This design comes from an exercise in tuning for small area and a short achievable clock period on the open sky130 flow, not from production work. Where RTL was checked, it was by simulation tests only, not by an equivalence proof against the original. No functional check of the RTL was part of run 1.

==> flow/design.v (outline; a module is shown in full before it is edited, if it fits) <==
// module DF_Fir_Tree: 867 lines
// module fir_fa: 6 lines
// module fir_ha: 6 lines
module DF_Fir_Tree (clk, clk_enable, reset, filter_in, filter_out);
  // ...
==> flow/run.sh <==
#!/bin/bash
# synth_recipe.tcl (not shown) runs the flow's synth.tcl, then flattens the netlist and writes it again
# the make line also repeats each setting of config.mk as NAME=value (left out here)
make -C /OpenROAD-flow-scripts/flow DESIGN_CONFIG=/design/flow/config.mk WORK_HOME=/design/flow/orfs CLKGATE_MAP_FILE= SYNTH_SCRIPT=/design/flow/synth_recipe.tcl finish
==> flow/config.mk <==
export PLATFORM = sky130hd
export DESIGN_NAME = DF_Fir_Tree
export DESIGN_NICKNAME = DF_Fir_Tree
export VERILOG_FILES = /design/flow/design.v
export SDC_FILE = /design/flow/constraint.sdc
export NUM_CORES = 4
export LEC_CHECK = 0
export CAP_MARGIN = 20
export CORE_MARGIN = 2
export CORE_UTILIZATION = 40
export PLACE_DENSITY = 0.6
export SLEW_MARGIN = 60
export SYNTH_HIERARCHICAL = 1
export SYNTH_MINIMUM_KEEP_SIZE = 0
==> flow/constraint.sdc <==
create_clock -name core_clock -period 13.0 [get_ports {clk}]
set_input_delay 2.6000 -clock core_clock [delete_from_list [all_inputs] [get_ports {clk}]]
set_output_delay 2.6000 -clock core_clock [all_outputs]
set_load 0.01 [all_outputs]
==> flow_metrics.tcl, run 1 <==
set metrics [dict create \
    status "finished clean" \
    vias_per_cell 5.35 \
    hold_class "flip-flop to flip-flop" \
    mostFrequentLayoutCell "fa_1" \
    buf_share 0.0308 \
    reg2reg_from "pa[12]" \
    clock_skew_ns 0.0147 \
    coreArea_mm2 0.0535 \
    cts_root_buf "clkbuf_16" \
    fill_cells 4871 \
    path_buf_inv 1 \
    syn_avg_cell_area_um2 13.1 \
    final_cell_mix "409 x fa_1, 202 x inv_1, 194 x mux2_2" \
    grt_use_met2 0.353 \
    drt-met1-wl_mm 22.4 \
    post-route-util 0.450 \
    synth.most_common_cell "fa_1" \
    gp_congestion 0.920 \
    num-nonclk-inverters 204 \
    routed.top_layer "met4" \
    maxCapViolCount 0 \
    top_regs "output_register x33, Rc x32, Rs x31" \
    r2r_cells 9 \
    drt_wl_total_mm 53.7 \
    cts_tree "yes" \
    drv_slew 0 \
    tightestPinTransition_ns 0.553 \
    whs_path_depth 2 \
    start_util 0.402 \
    ant_nets 0 \
    synth-seq-cells 258 \
    final.clkbuf_count 46 \
    worstPathCellList "fa_1 -> fa_1 -> fa_1 -> fa_1 -> fa_1 -> fa_1 -> inv_1 -> fa_1 -> mux2_2" \
    fin_hold_ws_ns 0.477 \
]
==> inputs of run 2 (changes only) <==
--- a/flow/design.v
+++ b/flow/design.v
@@ -842,19 +842,20 @@
   wire tb_117, tb_118;
   fir_fa utb_117 (.a(Rc[28]), .b(Rs[27]), .c(~Rs[28]), .s(tb_117), .co(tb_118));
   wire tb_119, tb_120;
   fir_fa utb_119 (.a(Rc[29]), .b(Rs[28]), .c(~Rs[29]), .s(tb_119), .co(tb_120));
   wire tb_121, tb_122;
   fir_fa utb_121 (.a(Rc[30]), .b(Rs[29]), .c(~Rs[30]), .s(tb_121), .co(tb_122));
   wire tb_123, tb_124;
   fir_fa utb_123 (.a(Rc[31]), .b(Rs[30]), .c(Rs[31]), .s(tb_123), .co(tb_124));
-  wire [32:0] r0 = {~Rs[31], tb_122, tb_120, tb_118, tb_116, tb_114, tb_112, tb_111, tb_108, ~tb_104, tb_100, tb_99, tb_92, ~tb_86, ~tb_80, tb_74, ~tb_68, ~tb_62, tb_56, ~tb_50, ~tb_44, ~tb_38, ~tb_32, ~tb_26, ~tb_20, ~tb_16, ~tb_12, ~tb_8, ~tb_4, ~tb_3, ~Rc[2], Rs[1], 1'b1};
-  wire [32:0] r1 = {tb_124, tb_123, tb_121, tb_119, tb_117, tb_115, tb_113, ~tb_110, ~tb_109, tb_107, ~tb_103, tb_96, tb_95, tb_91, ~tb_85, ~tb_79, tb_73, ~tb_67, ~tb_61, tb_55, ~tb_49, ~tb_43, ~tb_37, ~tb_31, ~tb_25, ~tb_19, ~tb_15, ~tb_11, ~tb_7, tb_2, ~tb_1, ~Rc[1], ~Rc[0]};
-  wire [32:0] sum = r0 + r1;
+  wire [32:0] n0 = {Rs[31], ~tb_122, ~tb_120, ~tb_118, ~tb_116, ~tb_114, ~tb_112, ~tb_111, ~tb_108, tb_104, ~tb_100, ~tb_99, ~tb_92, tb_86, tb_80, ~tb_74, tb_68, tb_62, ~tb_56, tb_50, tb_44, tb_38, tb_32, tb_26, tb_20, tb_16, tb_12, tb_8, tb_4, tb_3, Rc[2], ~Rs[1], 1'b0};
+  wire [32:0] n1 = {~tb_124, ~tb_123, ~tb_121, ~tb_119, ~tb_117, ~tb_115, ~tb_113, tb_110, tb_109, ~tb_107, tb_103, ~tb_96, ~tb_95, ~tb_91, tb_85, tb_79, ~tb_73, tb_67, tb_61, ~tb_55, tb_49, tb_43, tb_37, tb_31, tb_25, tb_19, tb_15, tb_11, tb_7, ~tb_2, tb_1, Rc[1], Rc[0]};
+  wire [32:0] nsum = n0 + n1 + 33'd1;
+  wire [32:0] sum = ~nsum;
   always @(posedge clk or posedge reset)
     if (reset) begin
       d0 <= 0; d1 <= 0; d2 <= 0; d3 <= 0; d4 <= 0; d5 <= 0; d6 <= 0; d7 <= 0;
       pa <= 0; pb <= 0;
       Rs <= 33'd6414442825;
       Rc <= 33'd2027188;
       output_register <= 0;
     end else if (clk_enable) begin
==> flow_metrics.tcl, run 2 <==
set metrics [dict create \
    clk_path_buf_depth 3 \
    synth-edff-count 0 \
    core.rowCount 84 \
    mostFrequentLayoutCell "fa_1" \
    synth.distinct_cells 55 \
    drv_slew 0 \
    drt_wl_total_mm 53.7 \
    syn_inst 1627 \
    seq_area_frac_synth 0.305 \
    vias_per_cell 5.29 \
    grt_pass1_wl_mm 85.3 \
    post_drt_wl_per_cell_um 22.3 \
    finalSetupTns_ns 0 \
    syn2layout_area_growth_pct 13.0 \
    synth_compound_area_frac 0.0668 \
    netlist_top_cells_area "fa_1 39%, dfrtp_1 27%, mux2_2 9.4%" \
    report.final.hold_viol_count 0 \
    clock-sinks 258 \
    tightestPinTransition_ns 0.569 \
    vias 12700 \
    nets 2193 \
    drive_gt1_frac 0.198 \
    critPathSlowestCell "dfrtp_1" \
    synth_warnings 7 \
    htreeDepth 2 \
    synth_top_area_share 0.385 \
    ios 52 \
    cts_root_buf "clkbuf_16" \
    synth-seq-cells 258 \
    top_register "output_register" \
    grt_max_degree 90 \
    cp_data_required_time_ns 13.43 \
    synthXorXnorAreaFrac 0.0190 \
    fill_cells 4770 \
    die_h_um 235 \
    grt_util_all_layers 0.209 \
    final_cell_mix "409 x fa_1, 202 x inv_1, 182 x dfrtp_1" \
    detail_route.first_pass.iterations 5 \
    drc 0 \
    antenna_found_initial 0 \
    synth.area.mux_share 0.0952 \
    dpl.hpwl_mm 40.3 \
    synthFlopType "dfrtp_1" \
    fmax_ghz 0.219 \
    insertedDiodeCount 0 \
    endpoint_kind "flip-flop" \
    die_area_mm2 0.0550 \
    grt_pass1_vias 14300 \
    coreArea_mm2 0.0526 \
    ant_nets 0 \
    start_util 0.404 \
    cpPeakStageDelay_ns 0.59 \
    synth_top_family_by_area "adder cells" \
    clkLatencyLatePin_ns 0.57 \
    io_buffers 51 \
    start_kind "flip-flop" \
    syn_area_mm2 0.0213 \
    post-route-util 0.457 \
    cts_resized 0 \
    finalSetupViolCount 0 \
    cp_common_cell "fa_1" \
    arrival_ns 5.00 \
    maxCapViolCount 0 \
    worstPathCellList "fa_1 -> inv_1 -> fa_1 -> fa_1 -> inv_1 -> ha_1 -> and3_1 -> and2_1 -> a221oi_1 -> o21ai_2 -> a21oi_2 -> a31oi_2 -> xnor2_1 -> mux2_2" \
    synth_top_area_cell "fa_1" \
    largest_reg_flops 33 \
    synthAdderAreaFrac 0.429 \
    gp_congestion 0.933 \
    period_minus_slack_ns 4.57 \
    ys_top_cells_by_count "409 x fa_1, 230 x dfrtp_1, 203 x inv_1" \
    cts_tree "yes" \
    path_buf_inv 2 \
    status "finished clean" \
    cts_hold_buf 0 \
    crit_type "flip-flop to flip-flop" \
    cp_top_family "adder cells" \
    clock_skew_ns 0.0350 \
    period_share 0.352 \
    relSlewSlack 0.620 \
    rsz0062_at_grt "false" \
    overflow 0 \
    path_clk_slew_ns 0.06 \
    crit_fanout 7 \
    drtIter0Drc 784 \
    dieWidth_um 235 \
    synth-async-reset-ratio 1.00 \
    hold_class "flip-flop to flip-flop" \
    synthesis.nets 2129 \
    synth.most_common_cell "fa_1" \
    syn_avg_cell_area_um2 13.1 \
    numCtsBuffers 35 \
    cts_setup_buffers 0 \
    top_regs "output_register x33, Rc x32, Rs x31" \
    fin_hold_ws_ns 0.483 \
    synthSimpleGateAreaFrac 0.0419 \
]
## run 2: cell families after synthesis
logic type / count (synthesis)
adder cells (fa/ha/maj): 483
AND/OR/NAND/NOR: 191
AO/OA/AOI/OAI: 226
multiplexers: 180
flip-flops: 258
XOR/XNOR: 46
buffers and inverters: 243
## run 2: per-module statistics from Yosys (local to each module, per instance)
| module | flip-flops and latches | cells inside | cell area [um2] |
|---|---|---|---|
| DF_Fir_Tree | 258 | 1221 | 13100 |
| fir_fa | 0 | 1 | 20.0 |
## run 2: final timing paths
path                                       end  cells after the start   from  slack, ns
max reg2reg                output_register[27]                     14  d0[4]       8.43
min in group asynchronous               d0[11]                      2  reset       2.47
max in group asynchronous               Rc[14]                      5  reset       9.28
min                                      d6[7]                      1  d5[7]       0.48
max                        output_register[27]                     14  d0[4]       8.43
min reg2reg                              d6[7]                      1  d5[7]       0.48
## run 2: stage by stage
stage | std cells | worst slack (ns) | area [um2]
after floorplan | 1627 | 3.35 | 21300
after global placement | 2336 | 7.74 | 22600
after detailed placement | 2338 | 8.24 | 22700
after CTS | 2402 | 8.20 | 23900
after global routing | 2406 | 8.16 | 24000
final | 2406 | 8.43 | 24000
## run 2: final cells by class
| cell class | instances | area (um2) | share of cell area |
|---|---|---|---|
| multi-input combinational | 1126 | 13900 | 0.578 |
| sequential | 258 | 6550 | 0.273 |
| clock buffer | 50 | 1000 | 0.0417 |
| tap | 688 | 861 | 0.0358 |
| timing repair buffer | 67 | 791 | 0.0329 |
| inverter | 203 | 774 | 0.0322 |
| clock inverter | 14 | 171 | 0.00713 |
## run 2: worst reg2reg max path, cell delays in order, from the launching register on
cell	delay [ns]
dfrtp_1	0.59
fa_1	0.50
inv_1	0.08
fa_1	0.42
fa_1	0.48
inv_1	0.04
ha_1	0.34
and3_1	0.26
and2_1	0.17
a221oi_1	0.28
o21ai_2	0.19
a21oi_2	0.40
a31oi_2	0.23
xnor2_1	0.18
mux2_2	0.27
## run 2: metal layers
metal,part of all wire,global-route usage,wire [um]
met3,0.052,0.0304,2780
met4,0.030,0.0672,1630
met2,0.49,0.346,26300
met5,0,0,0
met1,0.43,0.286,23000
==> inputs of run 3 (changes only) <==
--- a/flow/config.mk
+++ b/flow/config.mk
@@ -9,4 +9,6 @@
 export CORE_MARGIN = 2
 export CORE_UTILIZATION = 40
+export CTS_CLUSTER_DIAMETER = 70
+export CTS_CLUSTER_SIZE = 26
 export PLACE_DENSITY = 0.6
 export SLEW_MARGIN = 60
==> flow_metrics.tcl, run 3 <==
set metrics [dict create \
    place_inst 2338 \
    syn_area_mm2 0.0213 \
    syn_inst 1627 \
    drive_gt1_frac 0.194 \
    gp_congestion 0.933 \
    clock_skew_ns 0.0220 \
    fin_area_mm2 0.0237 \
    cpPeakStageDelay_ns 0.60 \
    top_regs "output_register x33, Rc x32, Rs x31" \
    netlist_top_cells_area "fa_1 39%, dfrtp_1 27%, mux2_2 9.4%" \
    crit_path_start "d0[4]" \
    drc 0 \
    die_h_um 235 \
    cts_resized 0 \
    arrival_ns 5.08 \
    core.rowCount 84 \
    report.final.hold_viol_count 0 \
    dpl.hpwl_mm 40.3 \
    synthesis.nets 2129 \
    crit_type "flip-flop to flip-flop" \
    ios 52 \
    grt_util_all_layers 0.207 \
    r2r_slack_ns 8.38 \
    start_kind "flip-flop" \
    final_cell_mix "409 x fa_1, 202 x inv_1, 181 x dfrtp_1" \
    clkLatencyLatePin_ns 0.58 \
    seq_area_frac_synth 0.305 \
    cts_setup_buffers 0 \
    synth-edff-count 0 \
    drv_slew 0 \
    coreArea_mm2 0.0526 \
    vias_per_cell 5.30 \
    fmax_ghz 0.216 \
    grt_pass1_wl_mm 84.9 \
    cts_hold_buf 0 \
    io_buffers 51 \
    ant_nets 0 \
    critPathSlowestCell "dfrtp_1" \
    period_share 0.356 \
    synthFlopType "dfrtp_1" \
    rsz0062_at_grt "false" \
    finalSetupTns_ns 0 \
    synth_top_area_cell "fa_1" \
    start_util 0.404 \
    antenna_found_initial 0 \
    r2r_cells 14 \
    final_cell_count_no_fill 2386 \
    cp_data_required_time_ns 13.46 \
    endpoint_kind "flip-flop" \
    die_area_mm2 0.0550 \
    dieWidth_um 235 \
    relSlewSlack 0.619 \
    cts_root_buf "clkbuf_16" \
    syn_avg_cell_area_um2 13.1 \
    postPlaceCellArea_mm2 0.0227 \
    syn2layout_area_growth_pct 11.7 \
    top_register "output_register" \
    synth.most_common_cell "fa_1" \
    vias 12600 \
    worstPathCellList "fa_1 -> inv_1 -> fa_1 -> fa_1 -> inv_1 -> ha_1 -> and3_1 -> and2_1 -> a221oi_1 -> o21ai_2 -> a21oi_2 -> a31oi_2 -> xnor2_1 -> mux2_2" \
    status "finished clean" \
    post_drt_wl_per_cell_um 22.3 \
    ys_top_cells_by_count "409 x fa_1, 230 x dfrtp_1, 203 x inv_1" \
    clock-sinks 258 \
    synth.distinct_cells 55 \
    endpoint "output_register[27]" \
    r2r_end "output_register[27]" \
    reg2reg_from "d0[4]" \
    grt_max_degree 90 \
    period_minus_slack_ns 4.62 \
    cts_tree "yes" \
    maxCapViolCount 0 \
    clk_path_buf_depth 3 \
    whs_path_depth 2 \
    fin_hold_ws_ns 0.488 \
    path_clk_slew_ns 0.09 \
    detail_route.first_pass.iterations 5 \
    mostFrequentLayoutCell "fa_1" \
    synth-seq-cells 258 \
    nets 2182 \
    numCtsBuffers 24 \
    drt_wl_total_mm 53.3 \
    tightestPinTransition_ns 0.571 \
    synth-async-reset-ratio 1.00 \
    overflow 0 \
    synth_warnings 7 \
    finalSetupViolCount 0 \
    cp_common_cell "fa_1" \
    largest_reg_flops 33 \
    insertedDiodeCount 0 \
    grt_pass1_vias 14200 \
    synth_top_area_share 0.385 \
    crit_fanout 7 \
    drtIter0Drc 788 \
    hold_class "flip-flop to flip-flop" \
    htreeDepth 1 \
]
-- run 3: logic make-up (layout without fill, tap and decap cells) --
group                      after synthesis  count (layout)  synth area share
adders and majority gates              483             483             0.429
DFF                                    258             258             0.305
buffers and inverters                  243             314            0.0429
AOI/OAI and AO/OA                      226             226            0.0668
and+or+nand+nor                        191             191            0.0419
muxes                                  180             180            0.0952
xor gates and xnor gates                46              46            0.0190
-- run 3: worst max-delay path: cells and delay by family, from the launching register on --
kind | cells | cell delay, ns
buf+inv | 2 | 0.12
mux | 1 | 0.26
compound gates | 4 | 1.17
fa+ha+maj | 4 | 1.73
xor+xnor | 1 | 0.18
simple gates | 2 | 0.43
flops | 1 | 0.60
-- run 3: worst min path at each step --
stage	start	endpoint	slack (ns)
6_report	output_register[1]	output_register[1]	0.49
5_1_grt	d5[9]	d5[9]	0.52
4_1_cts	output_register[1]	output_register[1]	0.50
3_5_place_dp	output_register[1]	output_register[1]	0.48
3_3_place_gp	d2[15]	d3[15]	0.46
2_1_floorplan	d2[13]	d3[13]	0.45
-- run 3: cell type report --
cell class / instances / area [um2]
clock buffers: 25 / 614
clock inverters: 19 / 279
fillers: 4797 / 28800
inverters: 203 / 774
multi-input cells: 1126 / 13900
flip-flops and latches: 258 / 6550
well taps: 688 / 861
repair buffers: 67 / 791
-- run 3: Yosys stat by module (local to each module, per instance) --
module / cells inside / flip-flops and latches
fir_fa: 1 / 0
DF_Fir_Tree: 1221 / 258
-- run 3: metrics by stage --
stage                      util  worst slack (ns)
final                     0.452              8.38
after global routing      0.452              8.15
after CTS                 0.449              8.17
after detailed placement  0.432              8.24
after global placement    0.430              7.74
after floorplan               -              3.35
-- run 3: layer usage --
metal  routed length, um  track usage  share of wire  vias to the layer above
li1                    -            -              -                     5466
met1               23300        0.289           0.44                     6760
met2               26100        0.344           0.49                      320
met3                2450       0.0253          0.046                       89
met4                1440       0.0554          0.027                        0
met5                   0            0              0                        -
==> inputs of run 4 (changes only) <==
--- a/flow/config.mk
+++ b/flow/config.mk
@@ -9,6 +9,6 @@
 export CORE_MARGIN = 2
 export CORE_UTILIZATION = 40
-export CTS_CLUSTER_DIAMETER = 70
-export CTS_CLUSTER_SIZE = 26
+export CTS_CLUSTER_DIAMETER = 100
+export CTS_CLUSTER_SIZE = 20
 export PLACE_DENSITY = 0.6
 export SLEW_MARGIN = 60
==> flow_metrics.tcl, run 4 <==
set metrics [dict create \
    status "finished clean" \
    crit_type "flip-flop to flip-flop" \
    clk_path_buf_depth 3 \
    cts_setup_buffers 0 \
    fin_area_mm2 0.0234 \
    nets 2177 \
    die_h_um 235 \
    maxCapViolCount 0 \
    rsz0062_at_grt "false" \
    synth-edff-count 0 \
    seq_area_frac_synth 0.305 \
    largest_reg_flops 33 \
    cts_tree "yes" \
    finalSetupTns_ns 0 \
    drive_gt1_frac 0.185 \
    top_regs "output_register x33, Rc x32, Rs x31" \
    synth_warnings 7 \
    insertedDiodeCount 0 \
    final_cell_mix "409 x fa_1, 202 x inv_1, 182 x dfrtp_1" \
    arrival_ns 5.03 \
    reg2reg_from "d0[4]" \
    drc 0 \
    synth.most_common_cell "fa_1" \
    crit_fanout 7 \
    antenna_found_initial 0 \
    netlist_top_cells_area "fa_1 39%, dfrtp_1 27%, mux2_2 9.4%" \
    crit_path_start "d0[4]" \
    grt_max_degree 90 \
    io_buffers 51 \
    clock_skew_ns 0.0412 \
    grt_util_all_layers 0.206 \
    start_kind "flip-flop" \
    synthesis.nets 2129 \
    period_share 0.355 \
    synth-async-reset-ratio 1.00 \
    min_from "output_register[1]" \
    whs_path_depth 2 \
    syn_inst 1627 \
    cp_data_required_time_ns 13.42 \
    overflow 0 \
    syn_avg_cell_area_um2 13.1 \
    dieWidth_um 235 \
    tightestPinTransition_ns 0.575 \
    post-route-util 0.446 \
    vias_per_cell 5.30 \
    top_register "output_register" \
    start_util 0.404 \
    htreeDepth 1 \
    synthFlopType "dfrtp_1" \
    detail_route.first_pass.iterations 5 \
    fill_cells 4838 \
    cts_resized 0 \
    postPlaceCellArea_mm2 0.0227 \
    grt_pass1_wl_mm 84.5 \
    grt_pass1_vias 14200 \
    drv_slew 0 \
    numCtsBuffers 19 \
    vias 12600 \
    fmax_ghz 0.217 \
    ant_nets 0 \
    relSlewSlack 0.617 \
    ys_top_cells_by_count "409 x fa_1, 230 x dfrtp_1, 203 x inv_1" \
    core.rowCount 84 \
    synth.distinct_cells 55 \
    period_minus_slack_ns 4.62 \
    mostFrequentLayoutCell "fa_1" \
    report.final.hold_viol_count 0 \
    gp_congestion 0.933 \
    path_clk_slew_ns 0.09 \
    clkLatencyLatePin_ns 0.55 \
    coreArea_mm2 0.0526 \
    finalSetupViolCount 0 \
    synth_top_area_share 0.385 \
    cts_hold_buf 0 \
    cts_root_buf "clkbuf_16" \
    endpoint_kind "flip-flop" \
    syn2layout_area_growth_pct 10.3 \
    die_area_mm2 0.0550 \
    r2r_cells 14 \
    dpl.hpwl_mm 40.3 \
    synth-seq-cells 258 \
    hold_class "flip-flop to flip-flop" \
    drt_wl_total_mm 53.2 \
    synth_top_area_cell "fa_1" \
    drtIter0Drc 833 \
    ios 52 \
    syn_area_mm2 0.0213 \
    clock-sinks 258 \
    post_drt_wl_per_cell_um 22.4 \
]
-- run 4: cell types whose count changed in the layout (fill, tap and decap cells not counted), moves of 2 or more --
cell       previous run  this run
bufinv_16             2         0
clkbuf_1              0         7
clkbuf_16            24        19
clkinv_8              5         0
inv_12                5         1
-- run 4: cells by family (layout without fill, tap and decap cells) --
family / after synthesis / count (layout) / share of synthesized area
and+or+nand+nor: 191 / 191 / 0.0419
xor gates and xnor gates: 46 / 46 / 0.0190
DFF: 258 / 258 / 0.305
buffers and inverters: 243 / 304 / 0.0429
adders and majority gates: 483 / 483 / 0.429
muxes: 180 / 180 / 0.0952
AOI/OAI and AO/OA: 226 / 226 / 0.0668
-- run 4: worst paths after layout --
path,slack [ns],end
max,8.38,output_register[27]
min,0.49,output_register[1]
max reg2reg,8.38,output_register[27]
min reg2reg,0.49,output_register[1]
max in group asynchronous,9.28,Rc[15]
min in group asynchronous,2.48,d0[11]
-- run 4: per-stage QoR --
stage | std cells | setup WS (ns) | hold slack, ns
floorplan | 1627 | 3.35 | 0.449
CTS | 2372 | 8.15 | 0.499
detailed placement | 2338 | 8.24 | 0.476
global route | 2376 | 8.14 | 0.523
global placement | 2336 | 7.74 | 0.463
finish | 2376 | 8.38 | 0.490
-- run 4: cell type report --
class / instances / area [um2] / share of cell area
Inverter: 203 / 774 / 0.0330
Timing Repair Buffer: 67 / 791 / 0.0337
Sequential cell: 258 / 6550 / 0.280
Multi-Input combinational cell: 1126 / 13900 / 0.592
Clock buffer: 26 / 502 / 0.0214
Tap cell: 688 / 861 / 0.0367
Clock inverter: 8 / 82.6 / 0.00352
-- run 4: per-module statistics from Yosys, one instance, submodules excluded --
module	cells	times used	flops+latches
fir_fa	1	406	0
DF_Fir_Tree	1221	1	258
-- run 4: worst max-delay path: stages, from the launching register on --
cell      delay [ns]
dfrtp_1         0.60
fa_1            0.50
inv_1           0.08
fa_1            0.43
fa_1            0.50
inv_1           0.04
ha_1            0.34
and3_1          0.26
and2_1          0.17
a221oi_1        0.28
o21ai_2         0.21
a21oi_2         0.39
a31oi_2         0.22
xnor2_1         0.18
mux2_2          0.27
-- run 4: layer usage --
layer | wire [um] | GRT usage | vias to the layer above
met4 | 1600 | 0.0562 | 0
met3 | 2240 | 0.0234 | 100
met1 | 23400 | 0.288 | 6713
met2 | 25900 | 0.344 | 325
met5 | 0 | 0 | -
li1 | - | - | 5447
==> inputs of run 5 (changes only) <==
==> flow/flow/run.sh (new file) <==
#!/bin/bash
# Standard ORFS layout with two changes to how it is optimised:
#  - port buffers use buf_2 instead of the resizer's default pick;
#  - repair_timing aims for extra setup slack on the worst endpoints.
# Everything else (synthesis, floorplan, CTS, routing) is the standard.sh.
set -euo pipefail
bash standard.sh \
  "BUFFER_PORTS_ARGS=-buffer_cell sky130_fd_sc_hd__buf_2" \
  SETUP_SLACK_MARGIN=8.9 \
  TNS_END_PERCENT=10 \
  finish > standard_make.log 2>&1
==> flow/standard.sh (new file) <==
#!/bin/bash
# synth_recipe.tcl (not shown) runs the flow's synth.tcl, then flattens the netlist and writes it again
# the make line also repeats each setting of config.mk as NAME=value (left out here)
make -C /OpenROAD-flow-scripts/flow DESIGN_CONFIG=/design/flow/config.mk WORK_HOME=/design/flow/orfs CLKGATE_MAP_FILE= SYNTH_SCRIPT=/design/flow/synth_recipe.tcl "${@:-finish}"
--- a/flow/config.mk
+++ b/flow/config.mk
@@ -12,5 +12,5 @@
 export CTS_CLUSTER_SIZE = 20
 export PLACE_DENSITY = 0.6
-export SLEW_MARGIN = 60
+export SLEW_MARGIN = 40
 export SYNTH_HIERARCHICAL = 1
 export SYNTH_MINIMUM_KEEP_SIZE = 0
removed: flow/run.sh
==> flow_metrics.tcl, run 5 <==
set metrics [dict create \
    synthesis.nets 2129 \
    grt_max_degree 113 \
    crit_fanout 6 \
    drtIter0Drc 865 \
    synth.distinct_cells 55 \
    drt_wl_total_mm 57.2 \
    syn_inst 1627 \
    synth_warnings 7 \
    grt_pass1_wl_mm 88.6 \
    status "finished clean" \
    fmax_ghz 0.239 \
    path_clk_slew_ns 0.08 \
    dieWidth_um 235 \
    grt_util_all_layers 0.218 \
    worstPathCellList "fa_1 -> fa_1 -> fa_1 -> fa_2 -> fa_1 -> inv_1 -> fa_1 -> fa_1 -> mux2_2" \
    cts_hold_buf 0 \
    worst_slack_ns 8.82 \
    dpl.hpwl_mm 41.6 \
    synthXorXnorAreaFrac 0.0190 \
    finalSetupViolCount 0 \
    cts_tree "yes" \
    coreArea_mm2 0.0526 \
    dp_slack_ns 8.37 \
    synth-async-reset-ratio 1.00 \
    vias 13100 \
    syn_avg_cell_area_um2 13.1 \
    cts_root_buf "clkbuf_16" \
    htreeDepth 1 \
    synth.most_common_cell "fa_1" \
    vias_per_cell 5.32 \
    critPathSlowestCell "dfrtp_4" \
    clock-sinks 258 \
    cp.depth 9 \
    gp_congestion 0.959 \
    report.final.hold_viol_count 0 \
    fin_hold_ws_ns 0.479 \
    tightestPinTransition_ns 0.673 \
    whs_path_depth 1 \
    synth_top_area_cell "fa_1" \
    clk_path_buf_depth 3 \
    endpoint_kind "flip-flop" \
    synth_compound_area_frac 0.0668 \
    syn_area_mm2 0.0213 \
    top_regs "output_register x33, Rc x32, Rs x31" \
    cpPeakStageDelay_ns 0.57 \
    insertedDiodeCount 0 \
    io_buffers 51 \
    cp_top_family "adder cells" \
    cp_data_required_time_ns 13.47 \
    final_cell_count_no_fill 2466 \
    detail_route.first_pass.iterations 5 \
    grt_pass1_vias 14500 \
    period_minus_slack_ns 4.18 \
    drc 0 \
    period_share 0.321 \
    finalSetupTns_ns 0 \
    numCtsBuffers 18 \
    fin_area_mm2 0.0244 \
    start_util 0.404 \
    synth.area.mux_share 0.0952 \
    synthFlopType "dfrtp_1" \
    final_cell_mix "358 x fa_1, 200 x inv_1, 177 x mux2_2" \
    synthAdderAreaFrac 0.429 \
    ant_nets 0 \
    crit_type "flip-flop to flip-flop" \
    overflow 0 \
    drive_gt1_frac 0.305 \
    largest_reg_flops 33 \
    post_drt_wl_per_cell_um 23.2 \
    seq_area_frac_synth 0.305 \
    clkLatencyLatePin_ns 0.54 \
    nets 2268 \
    ios 52 \
    arrival_ns 4.65 \
    fill_cells 4721 \
    path_buf_inv 1 \
    die_area_mm2 0.0550 \
    netlist_top_cells_area "fa_1 39%, dfrtp_1 27%, mux2_2 9.4%" \
    antenna_found_initial 0 \
    mostFrequentLayoutCell "fa_1" \
    relSlewSlack 0.551 \
    multi_input_area_mm2 0.0142 \
    synth-edff-count 0 \
    hold_class "flip-flop to flip-flop" \
    place_inst 2339 \
    r2r_cells 9 \
    regArea_mm2 0.00664 \
    top_register "output_register" \
    postPlaceCellArea_mm2 0.0224 \
    synth_top_family_by_area "adder cells" \
    rsz0062_at_grt "true" \
    clock_skew_ns 0.0355 \
    maxCapViolCount 0 \
    synthSimpleGateAreaFrac 0.0419 \
    start_kind "flip-flop" \
    synth-seq-cells 258 \
    ys_top_cells_by_count "409 x fa_1, 230 x dfrtp_1, 203 x inv_1" \
    syn2layout_area_growth_pct 14.8 \
    synth_top_area_share 0.385 \
    cp_common_cell "fa_1" \
    die_h_um 235 \
    core.rowCount 84 \
    drv_slew 0 \
]
run 5: cell type report:
cell class,count,area share
inverters,203,0.0314
flip-flops and latches,258,0.272
well taps,688,0.0353
clock inverters,6,0.00425
repair buffers,159,0.0542
multi-input cells,1126,0.582
clock buffers,26,0.0206
run 5: per-module statistics from Yosys (local to each module, per instance):
module       flops+latches  times used  cells
fir_fa                   0         406      1
DF_Fir_Tree            258           1   1221
run 5: worst paths after layout:
path,start,endpoint,slack (ns)
max,pa[5],Rc[18],8.82
min,d2[3],d3[3],0.48
max reg2reg,pa[5],Rc[18],8.82
min reg2reg,d2[3],d3[3],0.48
max in group asynchronous,reset,pb[9],9.60
min in group asynchronous,reset,output_register[3],2.07
run 5: stage by stage:
stage                     utilization
after floorplan                     -
after global placement          0.425
after detailed placement        0.427
after CTS                       0.456
after global routing            0.464
final                           0.464
run 5: worst reg2reg max path, stage by stage (launching register included):
cell     delay [ns]
dfrtp_4        0.57
fa_1           0.53
fa_1           0.45
fa_1           0.52
fa_2           0.44
fa_1           0.36
inv_1          0.07
fa_1           0.42
fa_1           0.47
mux2_2         0.28
run 5: timing repair:
item	4_1_cts	5_1_grt
resized for setup	145	45
buffers inserted	72	22
setup endpoints to repair	34	33
cloned	0	0
pin swaps	16	31
run 5: cells by family after synthesis:
family / Yosys count
fa+ha+maj: 483
xor+xnor: 46
mux: 180
simple gates: 191
buf+inv: 243
flops: 258
compound gates: 226
run 5: per-layer routing:
layer / routed length, um / track usage / up-vias
met2: 28200 / 0.365 / 359
met4: 2190 / 0.0761 / 0
met1: 24200 / 0.291 / 7042
met5: 0 / 0 / -
li1: - / - / 5625
met3: 2680 / 0.0308 / 100
==> inputs of run 6 (changes only) <==
--- a/flow/config.mk
+++ b/flow/config.mk
@@ -12,5 +12,5 @@
 export CTS_CLUSTER_SIZE = 20
 export PLACE_DENSITY = 0.6
-export SLEW_MARGIN = 40
+export SLEW_MARGIN = 60
 export SYNTH_HIERARCHICAL = 1
 export SYNTH_MINIMUM_KEEP_SIZE = 0
==> flow_metrics.tcl, run 6 <==
set metrics [dict create \
    drtIter0Drc 890 \
    synth_top_area_cell "fa_1" \
    syn2layout_area_growth_pct 14.9 \
    insertedDiodeCount 0 \
    syn_avg_cell_area_um2 13.1 \
    report.final.hold_viol_count 0 \
    cp_top_family "adder cells" \
    fin_area_mm2 0.0244 \
    start_kind "flip-flop" \
    grt_max_degree 77 \
    dpl.hpwl_mm 41.9 \
    whs_path_depth 2 \
    start_util 0.404 \
    core.rowCount 84 \
    critPathSlowestCell "dfrtp_4" \
    synthesis.nets 2129 \
    postPlaceCellArea_mm2 0.0225 \
    period_minus_slack_ns 4.17 \
    syn_area_mm2 0.0213 \
    synth-edff-count 0 \
    r2r_cells 9 \
    syn_inst 1627 \
    min_from "d2[15]" \
    io_buffers 51 \
    worstHoldEndpoint "d3[15]" \
    crit_fanout 5 \
    drv_slew 0 \
    relSlewSlack 0.664 \
    ys_top_cells_by_count "409 x fa_1, 230 x dfrtp_1, 203 x inv_1" \
    seq_area_frac_synth 0.305 \
    nets 2277 \
    htreeDepth 1 \
    gp_congestion 0.959 \
    cts_hold_buf 0 \
    numCtsBuffers 19 \
    cp_common_cell "fa_1" \
    top_register "output_register" \
    clkLatencyLatePin_ns 0.55 \
    post_drt_wl_per_cell_um 23.2 \
    drive_gt1_frac 0.314 \
    worstPathCellList "fa_1 -> fa_1 -> fa_2 -> fa_1 -> fa_1 -> fa_1 -> inv_1 -> fa_1 -> mux2_2" \
    arrival_ns 4.64 \
    period_share 0.321 \
    maxCapViolCount 0 \
    cpPeakStageDelay_ns 0.57 \
    vias_per_cell 5.28 \
    mostFrequentLayoutCell "fa_1" \
    synth.most_common_cell "fa_1" \
    ios 52 \
    path_clk_slew_ns 0.09 \
    path_buf_inv 1 \
    tightestPinTransition_ns 0.498 \
    finalSetupTns_ns 0 \
    r2r_slack_ns 8.83 \
    largest_reg_flops 33 \
    clk_path_buf_depth 3 \
    reg2reg_from "pb[4]" \
    clock_skew_ns 0.0345 \
    die_area_mm2 0.0550 \
    fmax_ghz 0.240 \
    synth_warnings 7 \
    endpoint_kind "flip-flop" \
    grt_pass1_vias 14600 \
    clock-sinks 258 \
    detail_route.first_pass.iterations 5 \
    hold_class "flip-flop to flip-flop" \
    cp_data_required_time_ns 13.47 \
    coreArea_mm2 0.0526 \
    synth-seq-cells 258 \
    grt_pass1_wl_mm 88.8 \
    grt_util_all_layers 0.219 \
    netlist_top_cells_area "fa_1 39%, dfrtp_1 27%, mux2_2 9.4%" \
    synthFlopType "dfrtp_1" \
    antenna_found_initial 0 \
    final_cell_mix "349 x fa_1, 199 x inv_1, 178 x mux2_2" \
    vias 13100 \
    finalSetupViolCount 0 \
    synth.distinct_cells 55 \
    cts_tree "yes" \
    rsz0062_at_grt "true" \
    top_regs "output_register x33, Rc x32, Rs x31" \
    ant_nets 0 \
    crit_type "flip-flop to flip-flop" \
    r2r_end "Rc[14]" \
    status "finished clean" \
    die_h_um 235 \
    overflow 0 \
    drt_wl_total_mm 57.4 \
    synth-async-reset-ratio 1.00 \
    cts_root_buf "clkbuf_16" \
    post-route-util 0.465 \
    dieWidth_um 235 \
    drc 0 \
    synth_top_area_share 0.385 \
]
[run 6: cell counts after synthesis]
Identical to the previous run, type by type.
[run 6: per-module statistics from Yosys, one instance, submodules excluded]
module | copies in the design | area [um2] | flip-flops and latches | cells
fir_fa | 406 | 20.0 | 0 | 1
DF_Fir_Tree | 1 | 13100 | 258 | 1221
[run 6: kinds of logic after synthesis]
family,share of synthesized area
xor+xnor,0.0190
mux,0.0952
flops,0.305
fa+ha+maj,0.429
simple gates,0.0419
compound gates,0.0668
buf+inv,0.0429
[run 6: worst min-delay path: stages (launching register included)]
cell and delay, ns:
dfrtp_1 0.35, nand2_1 0.05, o21ai_0 0.06
[run 6: worst max path at each step]
stage                     from                  end  slack, ns  depth (start not counted)
floorplan                reset                Rc[0]       7.02                          1
global placement         d0[8]  output_register[27]       8.42                         14
detailed placement  clk_enable               Rs[11]       8.38                          5
CTS                     d3[11]               Rc[18]       8.83                          9
global route             d3[9]               Rc[18]       8.73                          9
finish                   pb[4]               Rc[14]       8.83                          9
[run 6: routing by layer]
| metal | up-vias | global-route usage | share of wire |
|---|---|---|---|
| met5 | - | 0 | 0 |
| met4 | 0 | 0.0725 | 0.040 |
| met3 | 113 | 0.0316 | 0.050 |
| met2 | 352 | 0.363 | 0.48 |
| met1 | 6990 | 0.296 | 0.43 |
| li1 | 5628 | - | - |
[run 6: layout make-up]
type                            count  area [um2]
Fill cell                        4744       28100
Multi-Input combinational cell   1126       14200
Sequential cell                   258        6640
Timing Repair Buffer              167        1350
Tap cell                          688         861
Inverter                          203         766
Clock buffer                       26         502
Clock inverter                      8         114
[run 6: per-stage QoR]
stage / worst slack [ns] / instances / hold slack (ns)
after floorplan: 7.02 / 1627 / 0.449
after global placement: 8.42 / 2335 / 0.461
after detailed placement: 8.38 / 2341 / 0.476
after CTS: 8.83 / 2442 / 0.496
after global routing: 8.73 / 2476 / 0.518
final: 8.83 / 2476 / 0.496
[run 6: repair_timing]
item / in CTS / in global routing
pin swaps: 14 / 53
resized for setup: 97 / 63
endpoints found under the hold margin: 0 / 0
setup endpoints to repair: 31 / 38
buffers inserted: 67 / 33
==> inputs of run 7 (changes only) <==
--- a/flow/flow/run.sh
+++ b/flow/flow/run.sh
@@ -7,5 +7,5 @@
 bash standard.sh \
   "BUFFER_PORTS_ARGS=-buffer_cell sky130_fd_sc_hd__buf_2" \
-  SETUP_SLACK_MARGIN=8.9 \
-  TNS_END_PERCENT=10 \
+  SETUP_SLACK_MARGIN=9.0 \
+  TNS_END_PERCENT=25 \
   finish > standard_make.log 2>&1
--- a/flow/config.mk
+++ b/flow/config.mk
@@ -12,5 +12,5 @@
 export CTS_CLUSTER_SIZE = 20
 export PLACE_DENSITY = 0.6
-export SLEW_MARGIN = 60
+export SLEW_MARGIN = 20
 export SYNTH_HIERARCHICAL = 1
 export SYNTH_MINIMUM_KEEP_SIZE = 0
==> flow_metrics.tcl, run 7 <==
set metrics [dict create \
    status "finished clean" \
    cp_top_family "adder cells" \
    finalSetupTns_ns 0 \
    postPlaceCellArea_mm2 0.0223 \
    grt_pass1_vias 14600 \
    drive_gt1_frac 0.326 \
    grt_max_degree 210 \
    final_cell_mix "335 x fa_1, 198 x inv_1, 178 x mux2_2" \
    start_util 0.404 \
    coreArea_mm2 0.0526 \
    reg2reg_from "d0[3]" \
    place_inst 2335 \
    finalSetupViolCount 0 \
    hold_class "flip-flop to flip-flop" \
    tightestPinTransition_ns 1.08 \
    vias 13200 \
    numCtsBuffers 19 \
    final_cell_count_no_fill 2480 \
    cts_tree "yes" \
    io_buffers 51 \
    insertedDiodeCount 0 \
    synth-async-reset-ratio 1.00 \
    grt_pass1_wl_mm 89.4 \
    synth.most_common_cell "fa_1" \
    crit_type "flip-flop to flip-flop" \
    start_kind "flip-flop" \
    clock-sinks 258 \
    period_minus_slack_ns 4.19 \
    top_register "output_register" \
    min_from "d2[3]" \
    crit_path_start "d0[3]" \
    die_h_um 235 \
    clkLatencyLatePin_ns 0.55 \
    fmax_ghz 0.239 \
    worst_slack_ns 8.81 \
    cpPeakStageDelay_ns 0.54 \
    post_drt_wl_per_cell_um 23.3 \
    multi_input_area_mm2 0.0143 \
    overflow 0 \
    rsz0062_at_grt "true" \
    report.final.hold_viol_count 0 \
    gp_congestion 0.959 \
    maxCapViolCount 0 \
    fill_cells 4749 \
    netlist_top_cells_area "fa_1 39%, dfrtp_1 27%, mux2_2 9.4%" \
    clk_path_buf_depth 3 \
    synth-edff-count 0 \
    top_regs "output_register x33, Rc x32, Rs x31" \
    fin_area_mm2 0.0244 \
    arrival_ns 4.66 \
    syn_area_mm2 0.0213 \
    worstPathCellList "buf_4 -> fa_1 -> fa_1 -> fa_2 -> fa_1 -> fa_2 -> fa_1 -> inv_1 -> fa_1 -> mux2_2" \
    path_buf_inv 2 \
    dieWidth_um 235 \
    ios 52 \
    synthesis.nets 2129 \
    htreeDepth 1 \
    die_area_mm2 0.0550 \
    synth_top_area_share 0.385 \
    cp_common_cell "fa_1" \
    cp_data_required_time_ns 13.48 \
    vias_per_cell 5.32 \
    largest_reg_flops 33 \
    clock_skew_ns 0.0288 \
    critPathSlowestCell "fa_1" \
    synthFlopType "dfrtp_1" \
    synth_top_area_cell "fa_1" \
    dpl.hpwl_mm 41.1 \
    antenna_found_initial 0 \
    path_clk_slew_ns 0.09 \
    regArea_mm2 0.00664 \
    relSlewSlack 0.281 \
    ant_nets 0 \
    grt_util_all_layers 0.220 \
    synth.distinct_cells 55 \
    drv_slew 0 \
    drt_wl_total_mm 57.7 \
    drc 0 \
    synth-seq-cells 258 \
    crit_fanout 3 \
    period_share 0.322 \
    ys_top_cells_by_count "409 x fa_1, 230 x dfrtp_1, 203 x inv_1" \
    syn2layout_area_growth_pct 14.9 \
    core.rowCount 84 \
    nets 2281 \
    synth_warnings 7 \
    drtIter0Drc 1009 \
    mostFrequentLayoutCell "fa_1" \
    endpoint_kind "flip-flop" \
    seq_area_frac_synth 0.305 \
    cts_root_buf "clkbuf_16" \
    syn_avg_cell_area_um2 13.1 \
    dp_slack_ns 8.37 \
    detail_route.first_pass.iterations 5 \
    syn_inst 1627 \
]
## run 7: cell counts after synthesis
No cell type changed its count.
## run 7: per-module statistics from Yosys (local to each module, per instance)
| module | flip-flops and latches | cell area, um2 | cells inside | times used |
|---|---|---|---|---|
| DF_Fir_Tree | 258 | 13100 | 1221 | 1 |
| fir_fa | 0 | 20.0 | 1 | 406 |
## run 7: worst register-to-register path, stage by stage, from the launching register on
cell and delay [ns]:
dfrtp_4 0.52, buf_4 0.16, fa_1 0.54, fa_1 0.44, fa_2 0.37, fa_1 0.47, fa_2 0.36, fa_1 0.49
inv_1 0.05, fa_1 0.43, mux2_2 0.28
## run 7: through the flow
step | util | hold slack, ns
after global placement | 0.425 | 0.461
after CTS | 0.458 | 0.490
after global routing | 0.465 | 0.514
after floorplan | - | 0.449
final | 0.465 | 0.482
after detailed placement | 0.425 | 0.477
## run 7: worst paths after layout
kind	end	slack, ns	cells past startpoint
setup reg to reg	Rc[14]	8.81	10
min in group asynchronous	output_register[3]	2.18	2
max in group asynchronous	pb[15]	9.24	3
hold reg to reg	d3[3]	0.48	1
hold / removal	d3[3]	0.48	1
setup / recovery	Rc[14]	8.81	10
## run 7: timing repair
item	4_1_cts	5_1_grt
pin swaps	48	32
buffers inserted	82	29
hold buffers	0	0
setup endpoints to repair	41	41
resized for setup	182	43
## run 7: cells by family (layout without fill, tap and decap cells)
group,Yosys count,count (layout),share of synthesized area
mux,180,180,0.0952
fa+ha+maj,483,483,0.429
xor+xnor,46,46,0.0190
buf+inv,243,408,0.0429
flops,258,258,0.305
compound gates,226,226,0.0668
simple gates,191,191,0.0419
## run 7: cell type report
| type | count | share of cell area |
|---|---|---|
| clock buffers | 27 | 0.0211 |
| clock inverters | 7 | 0.00333 |
| inverters | 203 | 0.0314 |
| multi-input cells | 1126 | 0.584 |
| flip-flops and latches | 258 | 0.272 |
| well taps | 688 | 0.0352 |
| repair buffers | 171 | 0.0535 |
## run 7: per-layer routing
metal,wire (um),GRT usage,vias up
li1,-,-,5637
met1,24600,0.298,7057
met2,27800,0.367,387
met3,2840,0.0317,119
met4,2390,0.0715,0
met5,0,0,-
==> inputs of run 8 (changes only) <==
--- a/flow/flow/run.sh
+++ b/flow/flow/run.sh
@@ -7,5 +7,5 @@
 bash standard.sh \
   "BUFFER_PORTS_ARGS=-buffer_cell sky130_fd_sc_hd__buf_2" \
-  SETUP_SLACK_MARGIN=9.0 \
-  TNS_END_PERCENT=25 \
+  SETUP_SLACK_MARGIN=8.9 \
+  TNS_END_PERCENT=100 \
   finish > standard_make.log 2>&1
==> flow_metrics.tcl, run 8 <==
set metrics [dict create \
    core.rowCount 84 \
    syn_area_mm2 0.0213 \
    crit_type "flip-flop to flip-flop" \
    place_inst 2335 \
    numCtsBuffers 19 \
    synth_top_area_cell "fa_1" \
    drt_wl_total_mm 57.8 \
    hold_class "flip-flop to flip-flop" \
    dpl.hpwl_mm 41.1 \
    syn_avg_cell_area_um2 13.1 \
    final_cell_mix "321 x fa_1, 193 x inv_1, 173 x mux2_2" \
    top_regs "output_register x33, Rc x32, Rs x31" \
    synth-async-reset-ratio 1.00 \
    synth-seq-cells 258 \
    synth_warnings 7 \
    ys_top_cells_by_count "409 x fa_1, 230 x dfrtp_1, 203 x inv_1" \
    drc 0 \
    min_from "d2[3]" \
    netlist_top_cells_area "fa_1 39%, dfrtp_1 27%, mux2_2 9.4%" \
    overflow 0 \
    post_drt_wl_per_cell_um 23.2 \
    seq_area_frac_synth 0.305 \
    cts_hold_buf 0 \
    fill_cells 4720 \
    largest_reg_flops 33 \
    drv_slew 0 \
    vias 13300 \
    drive_gt1_frac 0.341 \
    worstHoldEndpoint "d3[3]" \
    synth-edff-count 0 \
    report.final.hold_viol_count 0 \
    relSlewSlack 0.290 \
    whs_path_depth 1 \
    htreeDepth 1 \
    synthesis.nets 2129 \
    r2r_slack_ns 8.84 \
    r2r_cells 9 \
    start_kind "flip-flop" \
    arrival_ns 4.64 \
    syn_inst 1627 \
    grt_util_all_layers 0.219 \
    antenna_found_initial 0 \
    clkLatencyLatePin_ns 0.55 \
    rsz0062_at_grt "true" \
    clk_path_buf_depth 3 \
    finalSetupViolCount 0 \
    gp_congestion 0.959 \
    path_clk_slew_ns 0.08 \
    clock_skew_ns 0.0298 \
    io_buffers 51 \
    synth.distinct_cells 55 \
    ant_nets 0 \
    finalSetupTns_ns 0 \
    final_cell_count_no_fill 2490 \
    syn2layout_area_growth_pct 16.0 \
    mostFrequentLayoutCell "fa_1" \
    grt_pass1_vias 14600 \
    cts_root_buf "clkbuf_16" \
    tightestPinTransition_ns 1.06 \
    dieWidth_um 235 \
    status "finished clean" \
    detail_route.first_pass.iterations 5 \
    clock-sinks 258 \
    vias_per_cell 5.33 \
    cts_tree "yes" \
    insertedDiodeCount 0 \
    endpoint_kind "flip-flop" \
    die_h_um 235 \
    period_minus_slack_ns 4.16 \
    r2r_end "Rc[18]" \
    ios 52 \
    die_area_mm2 0.0550 \
    coreArea_mm2 0.0526 \
    nets 2291 \
    drtIter0Drc 884 \
    crit_fanout 4 \
    fmax_ghz 0.240 \
    start_util 0.404 \
    top_register "output_register" \
    grt_pass1_wl_mm 89.1 \
    cp_data_required_time_ns 13.48 \
    synthFlopType "dfrtp_1" \
    period_share 0.320 \
    synth.most_common_cell "fa_1" \
    synth_top_area_share 0.385 \
    grt_max_degree 210 \
    maxCapViolCount 0 \
    reg2reg_from "pb[14]" \
]
[run 8: cell counts after synthesis]
No cell type changed its count.
[run 8: kinds of logic after synthesis]
group	synth area share
adders and majority gates	0.429
DFF	0.305
buffers and inverters	0.0429
AOI/OAI and AO/OA	0.0668
and+or+nand+nor	0.0419
muxes	0.0952
xor gates and xnor gates	0.0190
[run 8: per-stage QoR]
step	worst slack [ns]	hold slack (ns)	cell area [um2]	util
3_3_place_gp	8.42	0.461	22300	0.425
2_1_floorplan	7.02	0.449	21300	-
3_5_place_dp	8.37	0.477	22300	0.425
6_report	8.84	0.483	24700	0.469
5_1_grt	8.75	0.512	24700	0.469
4_1_cts	8.84	0.490	24000	0.457
[run 8: worst max path at each step]
stage / cells after the start / from / endpoint
6_report: 9 / pb[14] / Rc[18]
5_1_grt: 16 / d0[8] / output_register[27]
4_1_cts: 10 / d0[8] / Rc[21]
3_5_place_dp: 12 / d0[5] / output_register[27]
3_3_place_gp: 14 / d0[8] / output_register[27]
2_1_floorplan: 1 / reset / Rc[0]
[run 8: final cells by class]
type / instances / area [um2] / share of cell area
inverters: 203 / 769 / 0.0312
well taps: 688 / 861 / 0.0349
clock inverters: 7 / 81.3 / 0.00330
multi-input cells: 1126 / 14300 / 0.581
flip-flops and latches: 258 / 6640 / 0.269
clock buffers: 27 / 515 / 0.0209
repair buffers: 181 / 1460 / 0.0594
[run 8: metal layers]
metal	track usage	up-vias	wire (um)
met2	0.363	402	28000
met1	0.296	7103	24400
met4	0.0719	0	2320
li1	-	5660	-
met3	0.0328	107	3130
met5	0	-	0
[run 8: per-module statistics from Yosys (local to each module, per instance)]
module       copies in the design  area (um2)  flip-flops and latches  cells inside
DF_Fir_Tree                     1       13100                     258          1221
fir_fa                        406        20.0                       0             1
[run 8: worst max-delay path, cell delays in order, from the launching register on]
cell     delay (ns)
dfrtp_4        0.57
fa_2           0.60
fa_2           0.47
fa_2           0.40
fa_2           0.44
fa_2           0.37
inv_2          0.06
fa_1           0.44
fa_2           0.49
mux2_4         0.27
[run 8: what timing repair did]
item / in CTS / in global routing
buffers inserted: 83 / 38
cloned: 0 / 0
pin swaps: 41 / 67
setup endpoints to repair: 34 / 34
gates resized for setup: 174 / 84
==> inputs of run 9 (changes only) <==
--- a/flow/flow/run.sh
+++ b/flow/flow/run.sh
@@ -8,4 +8,4 @@
   "BUFFER_PORTS_ARGS=-buffer_cell sky130_fd_sc_hd__buf_2" \
   SETUP_SLACK_MARGIN=8.9 \
-  TNS_END_PERCENT=100 \
+  TNS_END_PERCENT=10 \
   finish > standard_make.log 2>&1
==> flow_metrics.tcl, run 9 <==
set metrics [dict create \
    seq_area_frac_synth 0.305 \
    met3_usage 0.0277 \
    r2r_end "Rc[17]" \
    io_buffers 51 \
    r2r_cells 10 \
    cts_hold_buf 0 \
    hold_class "flip-flop to flip-flop" \
    die_h_um 235 \
    synth.area.mux_share 0.0952 \
    ys_top_cells_by_count "409 x fa_1, 230 x dfrtp_1, 203 x inv_1" \
    grt_use_met2 0.360 \
    report.final.hold_viol_count 0 \
    grt_pass1_vias 14400 \
    insertedDiodeCount 0 \
    vias_per_cell 5.30 \
    worstPathCellList "buf_4 -> fa_2 -> fa_2 -> fa_2 -> fa_1 -> fa_2 -> fa_1 -> inv_1 -> fa_1 -> mux2_2" \
    dieWidth_um 235 \
    fin_hold_ws_ns 0.478 \
    period_share 0.322 \
    drt_wl_total_mm 57.0 \
    cts_root_buf "clkbuf_16" \
    path_clk_slew_ns 0.09 \
    drive_gt1_frac 0.310 \
    use_met1 0.297 \
    antenna_found_initial 1 \
    clk_path_buf_depth 3 \
    arrival_ns 4.67 \
    detail_route.first_pass.iterations 5 \
    synth.most_common_cell "fa_1" \
    synth_compound_area_frac 0.0668 \
    grt_max_degree 210 \
    crit_type "flip-flop to flip-flop" \
    synthSimpleGateAreaFrac 0.0419 \
    synth_top_area_share 0.385 \
    htreeDepth 1 \
    endpoint_kind "flip-flop" \
    crit_fanout 4 \
    coreArea_mm2 0.0526 \
    reg2reg_from "d0[6]" \
    cp.depth 10 \
    grt_pass1_wl_mm 88.3 \
    synth-seq-cells 258 \
    largest_reg_flops 33 \
    cpPeakStageDelay_ns 0.61 \
    cp_data_required_time_ns 13.48 \
    gr-max-usage-layer "met2" \
    final_cell_mix "351 x fa_1, 197 x inv_1, 178 x mux2_2" \
    drc 0 \
    syn_avg_cell_area_um2 13.1 \
    whs_path_depth 1 \
    fmax_ghz 0.239 \
    numCtsBuffers 19 \
    postPlaceCellArea_mm2 0.0223 \
    critPathSlowestCell "fa_2" \
    drtIter0Drc 844 \
    syn_area_mm2 0.0213 \
    synth_top_family_by_area "adder cells" \
    endpoint "Rc[17]" \
    synth.distinct_cells 55 \
    rsz0062_at_grt "true" \
    drv_slew 0 \
    cp_top_family "adder cells" \
    r2r_slack_ns 8.81 \
    relSlewSlack 0.253 \
    netlist_top_cells_area "fa_1 39%, dfrtp_1 27%, mux2_2 9.4%" \
    synth-edff-count 0 \
    start_util 0.404 \
    finalSetupViolCount 0 \
    synthAdderAreaFrac 0.429 \
    nets 2266 \
    ios 52 \
    syn_inst 1627 \
    core.rowCount 84 \
    top_regs "output_register x33, Rc x32, Rs x31" \
    clock-sinks 258 \
    mostFrequentLayoutCell "fa_1" \
    start_kind "flip-flop" \
    post_drt_wl_per_cell_um 23.1 \
    maxCapViolCount 0 \
    synthXorXnorAreaFrac 0.0190 \
    clock_skew_ns 0.0321 \
    synthFlopType "dfrtp_1" \
    tightestPinTransition_ns 1.12 \
    synth_top_area_cell "fa_1" \
    synth_warnings 7 \
    overflow 0 \
    fin_area_mm2 0.0242 \
    finalSetupTns_ns 0 \
    cts_tree "yes" \
    dpl.hpwl_mm 41.1 \
    vias 13100 \
    die_area_mm2 0.0550 \
    gp_congestion 0.959 \
    syn2layout_area_growth_pct 13.9 \
    grt_util_all_layers 0.217 \
    period_minus_slack_ns 4.19 \
    synthesis.nets 2129 \
    status "finished clean" \
    top_register "output_register" \
    path_buf_inv 2 \
    cp_common_cell "fa_2" \
    crit_path_start "d0[6]" \
    ant_nets 0 \
    synth-async-reset-ratio 1.00 \
    clkLatencyLatePin_ns 0.55 \
]
## run 9: metrics by stage
| step | setup WS, ns | utilization | std cells |
|---|---|---|---|
| floorplan | 7.02 | - | 1627 |
| global placement | 8.42 | 0.425 | 2335 |
| detailed placement | 8.37 | 0.425 | 2335 |
| CTS | 8.83 | 0.452 | 2436 |
| global route | 8.74 | 0.461 | 2465 |
| finish | 8.81 | 0.461 | 2465 |
## run 9: metal layers
layer | share of wire | vias to the layer above
met3 | 0.047 | 99
met5 | 0 | -
met4 | 0.041 | 0
met2 | 0.48 | 348
li1 | - | 5615
met1 | 0.43 | 7012
## run 9: worst min-delay path by stage
stage,start,slack (ns),end
after CTS,d2[3],0.49,d3[3]
after detailed placement,d2[15],0.48,d3[15]
final,d2[3],0.48,d3[3]
after floorplan,d2[13],0.45,d3[13]
after global placement,d2[15],0.46,d3[15]
after global routing,d5[5],0.51,d6[5]
## run 9: timing repair
item / 4_1_cts / 5_1_grt
buffers inserted: 67 / 29
endpoints found under the setup margin: 34 / 34
pin swaps: 21 / 46
resized for setup: 146 / 53
## run 9: cell families (layout without fill, tap and decap cells)
group                      Yosys count  count (layout)
AOI/OAI and AO/OA                  226             226
adders and majority gates          483             483
and+or+nand+nor                    191             191
DFF                                258             258
buffers and inverters              243             393
xor gates and xnor gates            46              46
muxes                              180             180
## run 9: modules after synthesis (local to each module, per instance)
module	copies in the design	cells	flops+latches	area, um2
fir_fa	406	1	0	20.0
DF_Fir_Tree	1	1221	258	13100
## run 9: layout make-up
cell class	count	area, um2
Fill cell	4751	28300
Multi-Input combinational cell	1126	14200
Sequential cell	258	6640
Timing Repair Buffer	156	1130
Tap cell	688	861
Inverter	203	766
Clock buffer	27	515
Clock inverter	7	81.3
## run 9: worst reg2reg max path: stages (launching register included)
cell and delay [ns]:
dfrtp_2 0.45, buf_4 0.18, fa_2 0.46, fa_2 0.39, fa_2 0.61, fa_1 0.44, fa_2 0.35, fa_1 0.48
inv_1 0.05, fa_1 0.43, mux2_2 0.27
==> inputs of run 10 (changes only) <==
--- a/flow/config.mk
+++ b/flow/config.mk
@@ -8,8 +8,8 @@
 export CAP_MARGIN = 20
 export CORE_MARGIN = 2
-export CORE_UTILIZATION = 40
+export CORE_UTILIZATION = 60
 export CTS_CLUSTER_DIAMETER = 100
 export CTS_CLUSTER_SIZE = 20
-export PLACE_DENSITY = 0.6
+export PLACE_DENSITY = 0.72
 export SLEW_MARGIN = 20
 export SYNTH_HIERARCHICAL = 1
==> flow_metrics.tcl, run 10 <==
set metrics [dict create \
    ys_top_cells_by_count "409 x fa_1, 230 x dfrtp_1, 203 x inv_1" \
    syn2layout_area_growth_pct 13.2 \
    cts_root_buf "clkbuf_16" \
    path_clk_slew_ns 0.09 \
    fmax_ghz 0.238 \
    cts_tree "yes" \
    synthesis.nets 2129 \
    core.rowCount 68 \
    grt_util_all_layers 0.301 \
    syn_avg_cell_area_um2 13.1 \
    ant_nets 0 \
    drc 0 \
    arrival_ns 4.65 \
    seq_area_frac_synth 0.305 \
    drv_slew 0 \
    htreeDepth 1 \
    grt_pass1_vias 14200 \
    clk_path_buf_depth 3 \
    synthAdderAreaFrac 0.429 \
    worst_slack_ns 8.80 \
    crit_fanout 5 \
    die_h_um 192 \
    syn_inst 1627 \
    grt_max_degree 94 \
    crit_type "flip-flop to flip-flop" \
    multi_input_area_mm2 0.0142 \
    detail_route.first_pass.iterations 5 \
    maxCapViolCount 0 \
    largest_reg_flops 33 \
    finalSetupTns_ns 0 \
    die_area_mm2 0.0369 \
    synth_top_area_share 0.385 \
    fill_cells 2369 \
    synth.distinct_cells 55 \
    mostFrequentLayoutCell "fa_1" \
    synth-async-reset-ratio 1.00 \
    synth.most_common_cell "fa_1" \
    overflow 0 \
    coreArea_mm2 0.0347 \
    endpoint_kind "flip-flop" \
    synth-edff-count 0 \
    nets 2292 \
    synthSimpleGateAreaFrac 0.0419 \
    cp_top_family "adder cells" \
    dp_slack_ns 7.77 \
    period_share 0.323 \
    netlist_top_cells_area "fa_1 39%, dfrtp_1 27%, mux2_2 9.4%" \
    vias 13300 \
    drt_wl_total_mm 52.7 \
    vias_per_cell 5.88 \
    start_util 0.612 \
    drtIter0Drc 997 \
    syn_area_mm2 0.0213 \
    synth-seq-cells 258 \
    io_buffers 51 \
    synth_warnings 7 \
    synth.area.mux_share 0.0952 \
    drive_gt1_frac 0.322 \
    period_minus_slack_ns 4.20 \
    relSlewSlack 0.307 \
    clock_skew_ns 0.0266 \
    ios 52 \
    report.final.hold_viol_count 0 \
    cpPeakStageDelay_ns 0.60 \
    tightestPinTransition_ns 1.04 \
    antenna_found_initial 1 \
    final_cell_mix "351 x fa_1, 193 x inv_1, 176 x mux2_2" \
    synth_top_family_by_area "adder cells" \
    synthXorXnorAreaFrac 0.0190 \
    clock-sinks 258 \
    regArea_mm2 0.00663 \
    start_kind "flip-flop" \
    hold_class "flip-flop to flip-flop" \
    post_drt_wl_per_cell_um 23.3 \
    top_register "output_register" \
    grt_pass1_wl_mm 81.9 \
    synthFlopType "dfrtp_1" \
    top_regs "output_register x33, Rc x32, Rs x31" \
    reg2reg_from "pb[8]" \
    synth_top_area_cell "fa_1" \
    rsz0062_at_grt "true" \
    cp_data_required_time_ns 13.46 \
    clkLatencyLatePin_ns 0.53 \
    dieWidth_um 192 \
    dpl.hpwl_mm 38.0 \
    crit_path_start "pb[8]" \
    gp_congestion 0.964 \
    status "finished clean" \
    path_buf_inv 2 \
    finalSetupViolCount 0 \
    critPathSlowestCell "fa_2" \
    cp_common_cell "fa_1" \
    worstPathCellList "buf_4 -> fa_2 -> fa_1 -> fa_2 -> fa_1 -> fa_2 -> fa_1 -> inv_1 -> fa_1 -> mux2_2" \
    synth_compound_area_frac 0.0668 \
    numCtsBuffers 17 \
    min_from "d2[3]" \
]
[run 10: cell counts after synthesis]
No cell type changed its count.
[run 10: cell families after synthesis]
family,count (synthesis)
xor gates and xnor gates,46
DFF,258
muxes,180
adders and majority gates,483
buffers and inverters,243
and+or+nand+nor,191
AOI/OAI and AO/OA,226
[run 10: Yosys stat by module, one instance, submodules excluded]
module | times used | cells inside | flip-flops and latches
fir_fa | 406 | 1 | 0
DF_Fir_Tree | 1 | 1221 | 258
[run 10: per-layer routing]
layer | track usage | routed length, um | up-vias
li1 | - | - | 5647
met1 | 0.430 | 22100 | 6989
met2 | 0.476 | 24400 | 515
met3 | 0.0663 | 4440 | 113
met4 | 0.0757 | 1680 | 0
met5 | 0 | 0 | -
[run 10: final cells by class]
class                      count  share of cell area
sequential                   258               0.275
antenna                        1            0.000104
tap                          455              0.0237
clock buffer                  27              0.0201
timing repair inverter         1            0.000208
timing repair buffer         183              0.0558
multi-input combinational   1126               0.591
inverter                     203              0.0320
clock inverter                 3             0.00135
[run 10: per-stage QoR]
step | hold slack (ns) | utilization | cell area (um2) | instances
6_report | 0.487 | 0.693 | 24100 | 2257
5_1_grt | 0.515 | 0.693 | 24100 | 2256
4_1_cts | 0.493 | 0.669 | 23200 | 2194
3_5_place_dp | 0.473 | 0.634 | 22000 | 2100
3_3_place_gp | 0.462 | 0.634 | 22000 | 2100
2_1_floorplan | 0.449 | - | 21300 | 1627
[run 10: worst reg2reg max path: stages (launching register included)]
cell and delay, ns:
dfrtp_2 0.50, buf_4 0.17, fa_2 0.35, fa_1 0.44, fa_2 0.60, fa_1 0.46, fa_2 0.37, fa_1 0.48
inv_1 0.05, fa_1 0.43, mux2_2 0.28
[run 10: final timing paths]
path,endpoint,slack (ns),cells past startpoint
max in group asynchronous,pa[13],9.09,4
min in group asynchronous,output_register[9],2.20,2
worst max-delay path,Rc[17],8.80,10
worst min-delay path,d3[3],0.49,1
worst min register to register,d3[3],0.49,1
worst max register to register,Rc[17],8.80,10
[run 10: what timing repair did]
action | 4_1_cts | 5_1_grt
gates resized for setup | 113 | 95
hold buffers | 0 | 0
setup buffers | 63 | 62
hold endpoints to repair | 0 | 0
cloned | 1 | 0
endpoints found under the setup margin | 121 | 198
pin swaps | 11 | 64

## afterwards: timing with drivers on the ports
Ports are ideal in the flow. The routed layouts listed here were re-timed in OpenROAD.
Step 1, drivers: a clkbuf_16 drives clk and a buf_2 each remaining input, both assumed.
Step 2 also shifts input and output timing later by t, the mid clock arrival at the registers, as if the neighbouring blocks saw the same clock.
Slacks: ideal / step 1 / step 2; pairs: ideal / step 1.
run | t (ns) | setup slack, ns | worst data-port slew with drivers (ns)
run 1 | 0.627 | 8.612 / 8.612 / 8.406 | 0.05
run 2 | 0.610 | 8.430 / 8.430 / 8.430 | 0.05
run 3 | 0.625 | 8.377 / 8.377 / 8.377 | 0.05
run 4 | 0.591 | 8.384 / 8.384 / 8.384 | 0.05
run 5 | 0.581 | 8.821 / 8.821 / 8.390 | 0.05
run 6 | 0.594 | 8.831 / 8.831 / 8.391 | 0.05
run 7 | 0.593 | 8.810 / 8.810 / 8.513 | 0.05
run 8 | 0.594 | 8.837 / 8.837 / 8.528 | 0.05
run 9 | 0.595 | 8.808 / 8.808 / 8.500 | 0.05
run 10 | 0.569 | 8.803 / 8.803 / 8.355 | 0.05
After both steps every run listed still meets setup and hold. For run 10, which loses most, drivers alone change the setup slack by 0.000 ns; drivers and shift together by -0.448 ns.
